Context: an optimization exercise on an open-source flow, tuned for small area and a short achievable clock period. The choices shown serve that exercise and are no tape-out recipe. In this exercise RTL edits were held to simulation tests only and were not proved equivalent to the original. Power and IR drop assume default switching activity.

Setup of the reference run:
## MAC
module MAC #(parameter ABIT = 16, BBIT = 16, EBIT = 8)
(
	i_clk,
	i_a, i_b, i_loadVal,
	i_load, i_add, i_useMul,
	o_result
);
Size in the first run: ~68 flip-flops, roughly 120 I/O pins, about 10000 um2 of cells after synthesis.
Settings: LEC_CHECK=0, CAP_MARGIN=20, CORE_MARGIN=2, CORE_UTILIZATION=60, CTS_BUF_LIST=sky130_fd_sc_hd__clkbuf_4 sky130_fd_sc_hd__clkbuf_8, SLEW_MARGIN=20; clock period 12.0 ns.
standard.sh (not shown) runs the stock make flow with config.mk's settings and CLKGATE_MAP_FILE= SYNTH_SCRIPT=/design/flow/synth_recipe.tcl, a recipe that flattens the netlist after the stock synthesis.
==> flow/flow/run.sh <==
#!/bin/bash
set -euo pipefail
export BUFFER_PORTS_ARGS="-buffer_cell sky130_fd_sc_hd__buf_2"
export SETUP_SLACK_MARGIN=6.5
bash standard.sh > standard.log 2>&1
Edits applied to the flow inputs when going from the reference run to the trial run:
-- flow/flow/run.sh --
<<< the reference run, line 4
>>> the trial run, line 4
export SYNTH_ARGS="-noabc"
-- flow/config.mk --
<<< the reference run, line 12
>>> the trial run, line 12
export PLACE_DENSITY = 0.75
### Flow results
Every run (the reference run and the trial run) finished clean.
Area added between synthesis and finish for the trial run: 6.5 points up relative to the reference run
Compared with the reference run, the trial run shows a proportion of layout cells with a drive suffix above 1 that is 7.5 points higher.
When the trial run is measured against the reference run, its total design power turns out about 1.8% lower.
When the trial run is measured against the reference run, its clock-buffer cell count turns out 2 higher.

* * *

trial 54:
MAC again, from the RTL that the note above started with.
Settings: LEC_CHECK=0, CAP_MARGIN=20, CORE_MARGIN=2, CORE_UTILIZATION=60, SLEW_MARGIN=20; clock period 12.0 ns.
==> flow/flow/run.sh <==
#!/bin/bash
set -euo pipefail
export BUFFER_PORTS_ARGS="-buffer_cell sky130_fd_sc_hd__buf_2"
export SETUP_SLACK_MARGIN=6.0
bash standard.sh > standard.log 2>&1
diff inputs: trial 54 => trial 75
# trial 54
export LEC_CHECK = 0
export CAP_MARGIN = 20
export CORE_MARGIN = 2
export CORE_UTILIZATION = 60
export SLEW_MARGIN = 20
create_clock -name core_clock -period 12.0 [get_ports {i_clk}]
# trial 75
export LEC_CHECK = 0
export CAP_MARGIN = 20
export CORE_MARGIN = 2
export CORE_UTILIZATION = 60
export CTS_BUF_LIST = sky130_fd_sc_hd__clkbuf_4 sky130_fd_sc_hd__clkbuf_8
export SLEW_MARGIN = 20
create_clock -name core_clock -period 12.0 [get_ports {i_clk}]
--- a/flow/flow/run.sh
+++ b/flow/flow/run.sh
@@ -4 +4,2 @@
-export SETUP_SLACK_MARGIN=6.0
+export SYNTH_ARGS="-noabc"
+export SETUP_SLACK_MARGIN=6.5
Findings:
- Trial 75 finished end to end and its layout was clean on timing, DRC and antenna.
- Side by side, routed via count turned out lower in trial 75 than in trial 54.
- Taking trial 54 as the reference, in trial 75 average instance area after synthesis grew by about 7%, switching share of total power lost 1.3 points, placed cell count fell 152, finished layout cell area about even.
- Filler cell count in the final layout: trial 75 vs trial 54 down 263
- Per the comparison of trial 75 with trial 54, total stage count of the critical path rose 1; relative area change from synthesis to final layout rose 8.3 points.

* * *

== v30 ==
Starting RTL as in the previous note.
clock: 12.0 ns
lec_check: 0
cap_margin: 5
core_margin: 2
core_utilization: 60
cts_buf_list: sky130_fd_sc_hd__clkbuf_4 sky130_fd_sc_hd__clkbuf_8
place_density: 0.7
slew_margin: 5
==> flow/flow/run.sh <==
#!/bin/bash
set -euo pipefail
export BUFFER_PORTS_ARGS="-buffer_cell sky130_fd_sc_hd__buf_2"
export SYNTH_ARGS="-noabc"
export SETUP_SLACK_MARGIN=6.5
bash standard.sh > standard.log 2>&1
Input-level comparison between v33 and v30:
==> flow/config.mk <==
export PLATFORM = sky130hd
export DESIGN_NAME = MAC
export DESIGN_NICKNAME = MAC
export VERILOG_FILES = /design/flow/design.v
export SDC_FILE = /design/flow/constraint.sdc
export NUM_CORES = 4
export LEC_CHECK = 0
export CAP_MARGIN = 20
export CORE_MARGIN = 2
export CORE_UTILIZATION = 60
export CTS_BUF_LIST = sky130_fd_sc_hd__clkbuf_4 sky130_fd_sc_hd__clkbuf_8
export PLACE_DENSITY = 0.7
export SLEW_MARGIN = 20
## What came out
v33 finished end to end and its layout was clean on timing, DRC and antenna.
Going from v30 to v33, combinational fraction of design power flat, global-route total usage across every layer saw little to no change, number of endpoints with negative hold slack in the final report barely changed, switching share of total power did not really move.
Re setup TNS: no difference whatsoever between v30 and v33.
v30 -> v33: compound-gate portion of the synthesized area flat
As far as global-route wire length before repair goes, v33 and v30 are indistinguishable; the numbers are identical.
diff inputs: v33 => v57
==> flow/flow/run.sh <==
#!/bin/bash
set -euo pipefail
export BUFFER_PORTS_ARGS="-buffer_cell sky130_fd_sc_hd__buf_2"
export SETUP_SLACK_MARGIN=6.5
bash standard.sh > standard.log 2>&1
Notes after the runs:
- v57 ended with every stage complete and zero timing, DRC or antenna violations.
- Of v33 and v57, v57 shows the higher synthesized cell count, with v33 below it.
- Per the comparison of v57 with v33, number of global-route vias before repair went up 588, area overhead of the layout relative to synthesis now sits lower, via count rose by 558.
- On v57: global routing usage summed across all routing layers is 0.41 points higher than what v33 gave.

* * *

MAC again, from the RTL that the note above started with.
==> flow/config.mk <==
export PLATFORM = sky130hd
export DESIGN_NAME = MAC
export DESIGN_NICKNAME = MAC
export VERILOG_FILES = /design/flow/design.v
export SDC_FILE = /design/flow/constraint.sdc
export NUM_CORES = 4
export LEC_CHECK = 0
export CAP_MARGIN = 20
export CORE_MARGIN = 2
export CORE_UTILIZATION = 60
export CTS_BUF_LIST = sky130_fd_sc_hd__clkbuf_4 sky130_fd_sc_hd__clkbuf_8
export PLACE_DENSITY = 0.8
export SLEW_MARGIN = 20
==> flow/constraint.sdc <==
create_clock -name core_clock -period 12.0 [get_ports {i_clk}]
set_input_delay 2.4000 -clock core_clock [delete_from_list [all_inputs] [get_ports {i_clk}]]
set_output_delay 2.4000 -clock core_clock [all_outputs]
set_load 0.01 [all_outputs]
==> flow/flow/run.sh <==
#!/bin/bash
set -euo pipefail
export BUFFER_PORTS_ARGS="-buffer_cell sky130_fd_sc_hd__buf_2"
export SYNTH_ARGS="-noabc"
export SETUP_SLACK_MARGIN=6.5
bash standard.sh > standard.log 2>&1
The starting point passed the timing, design-rule and antenna checks.
Change:
==> flow/flow/run.sh (replaced) <==
#!/bin/bash
set -euo pipefail
export BUFFER_PORTS_ARGS="-buffer_cell sky130_fd_sc_hd__buf_2"
export SETUP_SLACK_MARGIN=7.0
bash standard.sh > standard.log 2>&1
Settings changed: CTS_BUF_LIST sky130_fd_sc_hd__clkbuf_4 sky130_fd_sc_hd__clkbuf_8 to unset, PLACE_DENSITY 0.8 to unset.
Outcome: First-iteration DRC count came out lower by about 1.1%. Synthesized area goes up by 7.1%. Setup slack improves by 21 ps. Via count grows by about 12%. Critical path depth increases by 6. Clock skew barely changes. Fmax rises by about 0.4%. Routed wire length goes up by 19%. Total power goes up by 25%. Final cell count is higher by about 13%. Design area is higher by about 20%.
Change:
==> flow/flow/run.sh (replaced) <==
#!/bin/bash
set -euo pipefail
export BUFFER_PORTS_ARGS="-buffer_cell sky130_fd_sc_hd__buf_2"
export SYNTH_ARGS="-noabc"
export SETUP_SLACK_MARGIN=6.5
bash standard.sh > standard.log 2>&1
Settings changed: CTS_BUF_LIST set to sky130_fd_sc_hd__clkbuf_4 sky130_fd_sc_hd__clkbuf_8, GPL_ROUTABILITY_DRIVEN set to 0, PLACE_DENSITY set to 0.7.
Outcome: Worst hold slack got worse by 68 ps; synthesized area drops by 6.6%; power drops by 23%; design area drops by 16%; global-route usage drops by 3.3 points; die area drops by about 6.5%; sequential share of layout area climbs by 2.0 points; maximum frequency hardly moves.
Change:
==> flow/flow/run.sh (replaced) <==
#!/bin/bash
set -euo pipefail
export BUFFER_PORTS_ARGS="-buffer_cell sky130_fd_sc_hd__buf_1"
export SETUP_SLACK_MARGIN=6.5
bash standard.sh > standard.log 2>&1
Settings changed: CORE_UTILIZATION 60 to 70, GPL_ROUTABILITY_DRIVEN 0 to unset, PLACE_DENSITY 0.7 to unset.
Outcome:
- worst setup slack gets worse by 67 ps
- hold slack improved by 58 ps
- routed wire length climbs by about a fifth
- combinational power went up by roughly a tenth
- sequential power grows by a few percent
- final area came out higher by a little under a tenth
- power increases by roughly a tenth
- synthesized area goes up by a little under a tenth
- via count climbs by about a fifth
- utilization came out higher by 12 points
- clock power climbs by a quarter to a third

==> what the ideal ports hide <==
Ports are ideal in the flow. The routed layouts listed here were re-timed in OpenROAD. Step 1 assumes that a clkbuf_16 drives the clock port and a buf_2 every other input. Step 2, shift: input delay + t, output delay - t, t = (earliest + latest rising clock arrival at the registers) / 2. This alone moves slack from input paths to output paths. Slacks: ideal / step 1 / step 2; pairs: ideal / step 1.
run | t, ns | slack for setup (ns) | worst setup path at the end
the reference run | 0.379 | 6.559 / 6.522 / 6.183 | input to register
the trial run | 0.417 | 6.531 / 6.534 / 6.117 | input to register
trial 54 | 0.376 | 6.164 / 6.189 / 5.813 | input to register
trial 75 | 0.412 | 6.469 / 6.473 / 6.060 | input to register
v30 | 0.407 | 6.540 / 6.561 / 6.154 | input to register
v33 | 0.407 | 6.540 / 6.561 / 6.154 | input to register
v57 | 0.382 | 6.578 / 6.540 / 6.163 | input to register
the first run of note 4 | 0.402 | 6.512 / 6.528 / 6.126 | input to register
the second run of note 4 | 0.378 | 6.533 / 6.537 / 6.160 | input to register
the third run of note 4 | 0.407 | 6.540 / 6.561 / 6.154 | input to register
the fourth run of note 4 | 0.380 | 6.473 / 6.471 / 6.092 | input to register
After both steps setup and hold are still met in every run listed. For v57, which loses most, drivers alone change the setup slack by -0.038 ns; drivers and shift together by -0.415 ns.
